What follows belongs to an exercise in optimizing a design on an open flow for small area; a production flow would make more cautious choices. In this exercise RTL edits were held to simulation tests only and were not proved equivalent to the original. Power is estimated from default activity; no workload was simulated.

`flow/config.mk`:
```
export PLATFORM = sky130hd
export DESIGN_NAME = VGA
export DESIGN_NICKNAME = VGA
export VERILOG_FILES = /design/flow/design.v
export SDC_FILE = /design/flow/constraint.sdc
export NUM_CORES = 4
export LEC_CHECK = 0
export CAP_MARGIN = 20
export CORE_MARGIN = 2
export CORE_UTILIZATION = 40
export SLEW_MARGIN = 20
```
`flow/constraint.sdc`:
```
create_clock -name core_clock -period 10.0 [get_ports {clock}]
set_input_delay 2.0000 -clock core_clock [delete_from_list [all_inputs] [get_ports {clock}]]
set_output_delay 2.0000 -clock core_clock [all_outputs]
set_load 0.01 [all_outputs]
```
`flow/run.sh`:
```
#!/bin/bash
# synth_recipe.tcl (not shown) runs the flow's synth.tcl, then flattens the netlist and writes it again
# the make line also repeats each setting of config.mk as NAME=value (left out here)
make -C /OpenROAD-flow-scripts/flow DESIGN_CONFIG=/design/flow/config.mk WORK_HOME=/design/flow/orfs CLKGATE_MAP_FILE= SYNTH_SCRIPT=/design/flow/synth_recipe.tcl finish
```
`flow/design.v`:
```
`timescale 1ns / 1ps
module VGA(clock,sys_rst,switch,disp_RGB,hsync,vsync,up,down,left,right,middle,rst ,QC_OUT,QA_OUT);
input clock;     
input sys_rst;   
input[1:0]switch;
input rst;
output reg [7:0] QC_OUT;
output reg [3:0] QA_OUT;
input up,down,left,right,middle;
output[11:0]disp_RGB; 
output hsync; 
output vsync; 
reg [9:0]  hcount;    
reg [9:0]  vcount;    
reg [11:0]  data;
reg [11:0]  h_dat;
reg [11:0]  v_dat;
reg [11:0] x_dat;
reg [11:0] data1;
reg flag;
wire hcount_ov;
wire vcount_ov;
wire dat_act;
wire [11:0] data2=12'h652;
reg vga_clk;
reg cnt_clk; 
always@(posedge clock)
begin
if(sys_rst)begin
vga_clk<=0;
cnt_clk<=0;
end
else if(cnt_clk==1)begin
vga_clk<=~vga_clk;
cnt_clk<=0;
end
else
cnt_clk<=cnt_clk+1;
end
wire vga_en = cnt_clk & ~vga_clk;  
parameter hsync_end =10'd95,
hdat_begin=10'd143,
hdat_end=10'd783,
hpixel_end=10'd799,
vsync_end=10'd1,
vdat_begin =10'd34,
vdat_end=10'd514,
vline_end=10'd524;
always@(posedge clock)
begin
    if(sys_rst)
    hcount<=10'd0;
    else if(vga_en) begin
    if(hcount_ov)
    hcount<=10'd0;
    else
    hcount <= hcount + 10'd1;
    end
 end
assign hcount_ov =(hcount==hpixel_end);
always@(posedge clock)
begin
    if(sys_rst)
    vcount<=10'd0;
    else if(vga_en && hcount_ov)
begin
         if(vcount_ov)
           vcount<=10'd0;
        else
    vcount<=vcount+10'd1;
    end
    end
    assign vcount_ov=(vcount==vline_end);
    assign dat_act=((hcount>=hdat_begin)&&(hcount<hdat_end))&&((vcount>=vdat_begin)&&(vcount<vdat_end));
    assign hsync=(hcount>hsync_end);
    assign vsync=(vcount>vsync_end);
    assign disp_RGB=(dat_act)?data:12'h00;
reg [28:0]jishu_1s;
reg clk_1s;
 localparam tick=50000;
always @ (posedge clock)
begin
         if(sys_rst)
          begin
           jishu_1s<=0;
           clk_1s<=0;
          end
         else if(jishu_1s==tick)
          begin
           jishu_1s<=0;
           clk_1s<=~clk_1s;
          end
        else
           begin
           jishu_1s<=jishu_1s+1;
           end
end
wire en_1s = (jishu_1s==tick) & ~clk_1s;
reg clk_50ms;
    localparam DVSR=5000;
      reg [28:0] js;
always @ (posedge clock)
begin
         if(sys_rst)
          begin
           js<=0;
           clk_50ms<=0;
          end
         else if(js==DVSR)
          begin
           js<=0;
           clk_50ms<=~clk_50ms;
          end
        else
           begin
           js<=js+1;
           end
end
wire en_50ms = (js==DVSR) & ~clk_50ms;
always@(posedge clock)
begin
    if(sys_rst)
    v_dat <= 12'h000;
    else if(vga_en) begin
    if(hcount<=220||hcount>=620)
	v_dat <= 12'h000;
    else if(hcount==240 ||hcount ==360||hcount ==480||hcount==600)
      v_dat <= 12'h000;
   else
     v_dat <= 12'hfff;
    end
end
always@(posedge clock)
begin
    if(sys_rst)
    h_dat <= 12'h000;
    else if(vga_en) begin
    if(vcount<=70||vcount>=470)
	h_dat <= 12'h000;
    else if(vcount==90 ||vcount ==210||vcount ==330||vcount ==450)
      h_dat <= 12'h000;
   else
     h_dat <= 12'hfff;
    end
end
parameter  WIDTH = 60,
           HEIGHT = 60,
           DISV_TOP = 10'd120,
           DISV_DOWN =DISV_TOP+HEIGHT,
           DISH_LEFT = 10'd270,
           DISH_RIGHT = DISH_LEFT + WIDTH;
reg [9:0] topbound;
reg [9:0] downbound;
reg [9:0] leftbound;
reg [9:0] rightbound;
reg [2:0] weizhi;
always@(posedge clock)
begin
    if(sys_rst) begin
        leftbound<=DISH_LEFT;
        topbound<=DISV_TOP;
    end
    else if(en_50ms)
    case(weizhi[2:0])
         3'b000:begin
                leftbound<=10'd390;  
                topbound<=10'd120;
                end
         3'b001:begin
                leftbound<=10'd270;
                topbound<=10'd240;  
                end
         3'b010:begin
                leftbound<=10'd390;
                topbound<=10'd240;  
                end
         3'b011:begin
                leftbound<=10'd510;
                topbound<=10'd240;  
                end
         3'b100:begin
                leftbound<=10'd390;
                topbound<=10'd360;  
                end
         default:;
     endcase
end
always @(posedge clock) begin
    if(sys_rst)
        flag<=0;
    else if(en_50ms) begin
        if( up==1 && weizhi==0 )
            flag<=1;
        else if( left==1 && weizhi==1 )
            flag<=1;
        else if( middle==1 && weizhi==2 )
            flag<=1;
        else if( right==1 && weizhi==3 )
            flag<=1;
        else if( down==1 && weizhi==4 )
            flag<=1;
        else
            flag<=0;
    end
end
reg [7:0] Q1;
reg [7:0] Q2;
reg [7:0] Q3;
reg [7:0] Q4;
reg [7:0] Q;
reg [5:0] i;
reg [7:0] position_i;
always @* begin
    case(i)
    6'd0:  position_i=0;
    6'd1:  position_i=4;
    6'd2:  position_i=2;
    6'd3:  position_i=1;
    6'd4:  position_i=3;
    6'd5:  position_i=0;
    6'd6:  position_i=4;
    6'd7:  position_i=1;
    6'd8:  position_i=2;
    6'd9:  position_i=4;
    6'd10: position_i=0;
    6'd11: position_i=2;
    6'd12: position_i=1;
    6'd13: position_i=3;
    6'd14: position_i=1;
    6'd15: position_i=0;
    6'd16: position_i=3;
    6'd17: position_i=2;
    6'd18: position_i=1;
    6'd19: position_i=4;
    default: position_i=0;
    endcase
end
reg [5:0]num1;
reg [5:0]cnt_30ss;
reg flag_kaishi;
reg flag_jieshu;
always@(posedge clock)
begin
if(sys_rst) begin
i<=0;
weizhi<=0;
num1<=0;
end
else if(en_1s) begin
i<=i+1;
weizhi<=position_i[2:0];
if(i>=19)
i<=0;
if(weizhi>=5)
weizhi<=0;
if(flag==1)
num1<=num1+1;
if(num1==30)
num1<=0;
if(rst==1)
num1<=0;
end
end
always@(posedge clock)
begin
if(sys_rst || rst)
cnt_30ss<=30;
else if(en_1s) begin
if( flag_kaishi )
cnt_30ss<=cnt_30ss-1;
if(cnt_30ss==0)
cnt_30ss<=0;
end
end
always @(posedge clock) begin
    if(sys_rst)
        x_dat<=12'h000;
    else begin
        rightbound = leftbound + 10'd60 ;
        downbound = topbound + 10'd60;
        if( hcount >= leftbound &&  hcount <= rightbound &&  vcount<= downbound &&  vcount >= topbound && flag==0)
            x_dat<= 12'h0f0;
        else if( hcount >= leftbound &&  hcount <= rightbound &&  vcount<= downbound &&  vcount >= topbound && flag==1)
            x_dat<= 12'hf00;
        else
            x_dat<=12'hfff;
    end
end
reg kaishi_n;
reg jieshu_n;
always@(posedge clock)
begin
    if(sys_rst) begin
        data1<=0;
        flag_kaishi<=0;
        flag_jieshu<=0;
        data<=0;
    end
    else begin
        if(rst)
            data1<=h_dat&v_dat;
        kaishi_n = rst ? 1'b0 : flag_kaishi;
        if(!rst && up==1||down==1||left==1||right==1||middle==1)
            kaishi_n = 1'b1;
        if(!rst && kaishi_n==1 && !flag_jieshu)
            data1<=x_dat&h_dat&v_dat;
        jieshu_n = rst ? 1'b0 : flag_jieshu;
        if(cnt_30ss==0)
            jieshu_n = 1'b1;
        flag_kaishi<=kaishi_n;
        flag_jieshu<=jieshu_n;
        case(switch[1:0])
        2'd0:data<=data1;
        2'd1:data<=data1;
        2'd2:data<=data1;
        2'd3:data<=data2;
        endcase
    end
end
reg[28:0]jishu_96hz;
 localparam tick1=200;
 reg clk_96hz;
always@(posedge clock)
begin
         if(sys_rst)
          begin
           jishu_96hz<=0;
           clk_96hz<=0;
          end
         else if(jishu_96hz==tick1)
          begin
           jishu_96hz<=0;
           clk_96hz<=~clk_96hz;
          end
        else
           begin
           jishu_96hz<=jishu_96hz+1;
           end
end
wire en_96hz = (jishu_96hz==tick1) & ~clk_96hz;
 always@(posedge clock) begin
 if(sys_rst) begin
 Q1<=0; Q2<=0; Q3<=0; Q4<=0;
 end
 else begin
 Q1<=num1/10;
 Q2<=cnt_30ss%10;
 Q3<=cnt_30ss/10;
 Q4<=num1%10;
 end
end
   always @(posedge clock)
          begin
              if(sys_rst)
                  QC_OUT <= 8'b00000000;
              else if(vga_en)
              case(Q)
                  0:      QC_OUT <= 8'b11111100;
                  1:      QC_OUT <= 8'b01100000;
                  2:      QC_OUT <= 8'b11011010;
                  3:      QC_OUT <= 8'b11110010;
                  4:      QC_OUT <= 8'b01100110;
                  5:      QC_OUT <= 8'b10110110;
                  6:      QC_OUT <= 8'b10111110;
                  7:      QC_OUT <= 8'b11100000;
                  8:      QC_OUT <= 8'b11111110;
                  9:      QC_OUT <= 8'b11110110;
                 default: QC_OUT <= 8'b00000000;
              endcase
          end
    always@(posedge clock)
       if(sys_rst) begin
           Q<=0;
           QA_OUT<=4'b0000;
       end
       else if(en_96hz)
       case(QA_OUT)
           4'd1:
               begin
                    Q<=Q1;
                    QA_OUT<= 2;
               end
           4'd2:
               begin
                    Q<=Q2;
                    QA_OUT<=4;
               end
           4'd4:
               begin
                    Q<=Q3;
                    QA_OUT<=8;
               end
           4'd8:
               begin
                    Q<=Q4;
                    QA_OUT<=1;
               end
           default : begin
                QA_OUT<=4'b0001;
               end
       endcase
endmodule
```
==> impl_results.md <==
* Initial Util at 0.409
* CP Max Fanout at 13
* Reg2reg start: num1[4]
* R2R cell count at 11
* Asr flop ratio synth at 0
* FF-to-FF End: Q4[5]
* Largest net degree at the start of global routing at 54
* Worst setup EP type: primary output
* Top-area cell type share of the netlist area at 0.377
* Residual DRC at 0
* Syn_area_per_cell at 8.37 µm²
* I/O pin count at 36
* Pins Over Slew Limit at 0
* Post-CTS Setup Inserts at 0
* Cells after DPL at 1,638
* Layout cells sized above 1 at 0.0575
* Vias in the first global route at 8,366
* Status: no timing/DRC/antenna violations
* WS Path Type: flip-flop to primary output
* Slew headroom at 0.260
* Hold bufs inserted after CTS at 0
* Global-route wire length before repair at 40,600 µm
* DR iter-0 viols at 650
* Placed wire-length estimate at 16,900 µm
* FF+latch count, synth at 208
* Num CTS Buffers at 23
* Synth area leaders: dfxtp_1 (38%), ha_1 (6.8%), nor2_1 (5.6%)
* Syn_nets at 1,391
* Max Buffers Root-to-Sink at 3
* Clock skew at 0.00603 ns
* Routed vias at 9,156
* Met1 wire length at 11,800 µm
* RePlAce Congestion at 0.842
* Most common cell in the netlist: dfxtp_1
* Final Hold Violating Endpoints at 0
* Main synth FF type: dfxtp_1
* Setup TNS at 0 ns
* Maximum vdd drop at 96.2 µV
* Core area at 0.0270 mm²
* Flop-to-flop setup slack at 6.18 ns
* Post-route setup slack at 4.87 ns
* Worst hold slack at 0.457 ns
* WP data required at 8.00 ns
* Register area share after synthesis at 0.377
* Lkg Pwr at 4.65 nW
* Die Wd at 170 µm
* Max layer used: met4
* WL met2 at 10,700 µm
* Die area at 0.0290 mm²
* Final nets at 1,392
* Netlist Area Pre-Place at 0.0111 mm²
* Post-synth EDFFs at 0
* Row cnt at 60
* Initial DRT Pass Iterations at 5
* Max-cap violations at 0
* Final setup fails at 0
* ANT nets after route at 0
* RSZ-0062 raised after global routing: false
* WL final at 23,800 µm
* Met3 WL at 846 µm
* ANT cells at 0
* Via density at 5.45
* Synth Instances at 1,321
* Yosys warns at 1
* Die Y at 170 µm
* Most frequent cells after synthesis: dfxtp_1 (208), nor2_1 (166), nand2_1 (95)
* CTS root buf: clkbuf_16
* Clk sinks at 208
* Netlist cell types at 86
* Worst-Skew Late Latency at 0.50 ns
* CP endpoint: disp_RGB[3]
* Area leader, netlist: dfxtp_1
* Layout area overhead at 11.5%
* CTS tree: built
* Kind of start point of the critical path: flip-flop
* Clock slew at reported path FFs at 0.06 ns
* CP startpoint: vcount[2]
* Period Utilization, post-route at 0.513
* Total GRT Usage at 0.165
* Total power at 1.68 mW
* Hold/Removal Path Class: flip-flop to flip-flop
* F_max at 195 MHz
* Slew @ Worst Pin at 1.11 ns
* Post-Layout Cell Count at 1,679
* Setup WS pre-CTS at 5.32 ns
* Crit path DAT at 3.13 ns
* Avg WL per Cell at 14.2 µm
* Tmin final at 5.13 ns
* Antenna violations before repair at 0
* Overflow after GRT at 0
* Post-CTS Resized at 0
* Number of I/O port buffers at 34
* Power Density at 136 mW/mm²
* H-tree levels at 1
[layer usage]
layer	global-route usage	vias up
met5	0	-
met4	0.0394	0
met3	0.0247	28
met2	0.274	149
met1	0.227	4274
li1	-	4705
[layout by cell type, fill, tap and decap left out, drive strengths merged, types with 15 or more instances in the layout]
cell	instances
nand4	38
nand3	63
o21ai	41
dfxtp	208
and4	15
nand2	95
nor2b	16
xor2	68
inv	62
and3	22
nor2	166
nor4	29
and2	20
clkdlybuf4s50	33
ha	60
clkbuf	31
xnor2	34
a21oi	78
nor3	23
[per-stage QoR]
| step | utilization | instance area (µm²) |
|---|---|---|
| after global routing | 0.456 | 12300 |
| final | 0.456 | 12300 |
| after floorplan | - | 11100 |
| after global placement | 0.429 | 11600 |
| after CTS | 0.456 | 12300 |
| after detailed placement | 0.430 | 11600 |
[worst min-delay path by stage]
| stage | start | endpoint | slack [ns] | cells after the start |
|---|---|---|---|---|
| 2_1_floorplan | jishu_1s[0] | jishu_1s[0] | 0.43 | 1 |
| 3_3_place_gp | jishu_1s[0] | jishu_1s[0] | 0.44 | 1 |
| 3_5_place_dp | jishu_1s[0] | jishu_1s[0] | 0.45 | 1 |
| 4_1_cts | h_dat[10] | h_dat[10] | 0.46 | 2 |
| 5_1_grt | topbound[4] | topbound[4] | 0.47 | 1 |
| 6_report | jishu_1s[0] | jishu_1s[0] | 0.46 | 1 |
[final cells by class]
cell class / count / area [µm²]
clock buffers: 31 / 646
flip-flops and latches: 208 / 4160
inverters: 63 / 236
clock inverters: 10 / 62.6
repair buffers: 42 / 399
multi-input cells: 984 / 6390
well taps: 341 / 427
fillers: 2653 / 14700
[critical path, cell delays in order (launching register included)]
cell and delay, ns:
dfxtp_1 0.42, or4_1 0.57, nor3b_1 0.19, a21oi_1 0.13
a211oi_1 0.53, and2_1 0.25, clkdlybuf4s50_1 0.54
[cell families (layout without fill, tap and decap cells)]
group                    count (synthesis)  in the layout  share of synthesized area
AND/OR/NAND/NOR                        559            559                      0.264
adder cells (fa/ha/maj)                 63             63                     0.0707
flip-flops                             208            208                      0.377
buffers and inverters                  129            146                     0.0463
AO/OA/AOI/OAI                          251            251                      0.153
other                                    1              1                   0.000339
XOR/XNOR                               102            102                     0.0808
multiplexers                             8              8                    0.00883
[registers in the layout, indices dropped and copies added, names as in the netlist, 6 cells and up, named ones only]
signal      flops
js             29
Q2              8
jishu_1s       29
jishu_96hz     29
vcount         10
cnt_30ss        6
Q4              8
hcount         10
i               6
data            6
num1            6
Q               8
QC_OUT          7
[power by group]
| group | internal, mW | leakage, nW | switching (mW) |
|---|---|---|---|
| clock network | 0.453 | 0.337 | 0.333 |
| registers | 0.837 | 1.68 | 0.00781 |
| logic | 0.0189 | 2.63 | 0.0315 |

[separate check: timing with driven ports]
How much do the figures lean on ideal ports? The routed layout below was timed once more, with nothing changed but the port constraints.
Step 1 assumes that a clkbuf_16 drives the clock port and a buf_2 every other input.
Step 2, shift: input delay + t, output delay - t, t = (earliest + latest rising clock arrival at the registers) / 2. This alone moves slack from input paths to output paths.
a / b / c = ideal ports / drivers / drivers and shift; a / b = the first two.
shift t [ns]: 0.550
setup slack, ns: 4.870 / 4.821 / 5.370
pins driven straight from the clock port: 1
After both steps setup and hold are still met in this run. The setup slack of this run moves by -0.049 ns with the drivers and by +0.500 ns with both steps.
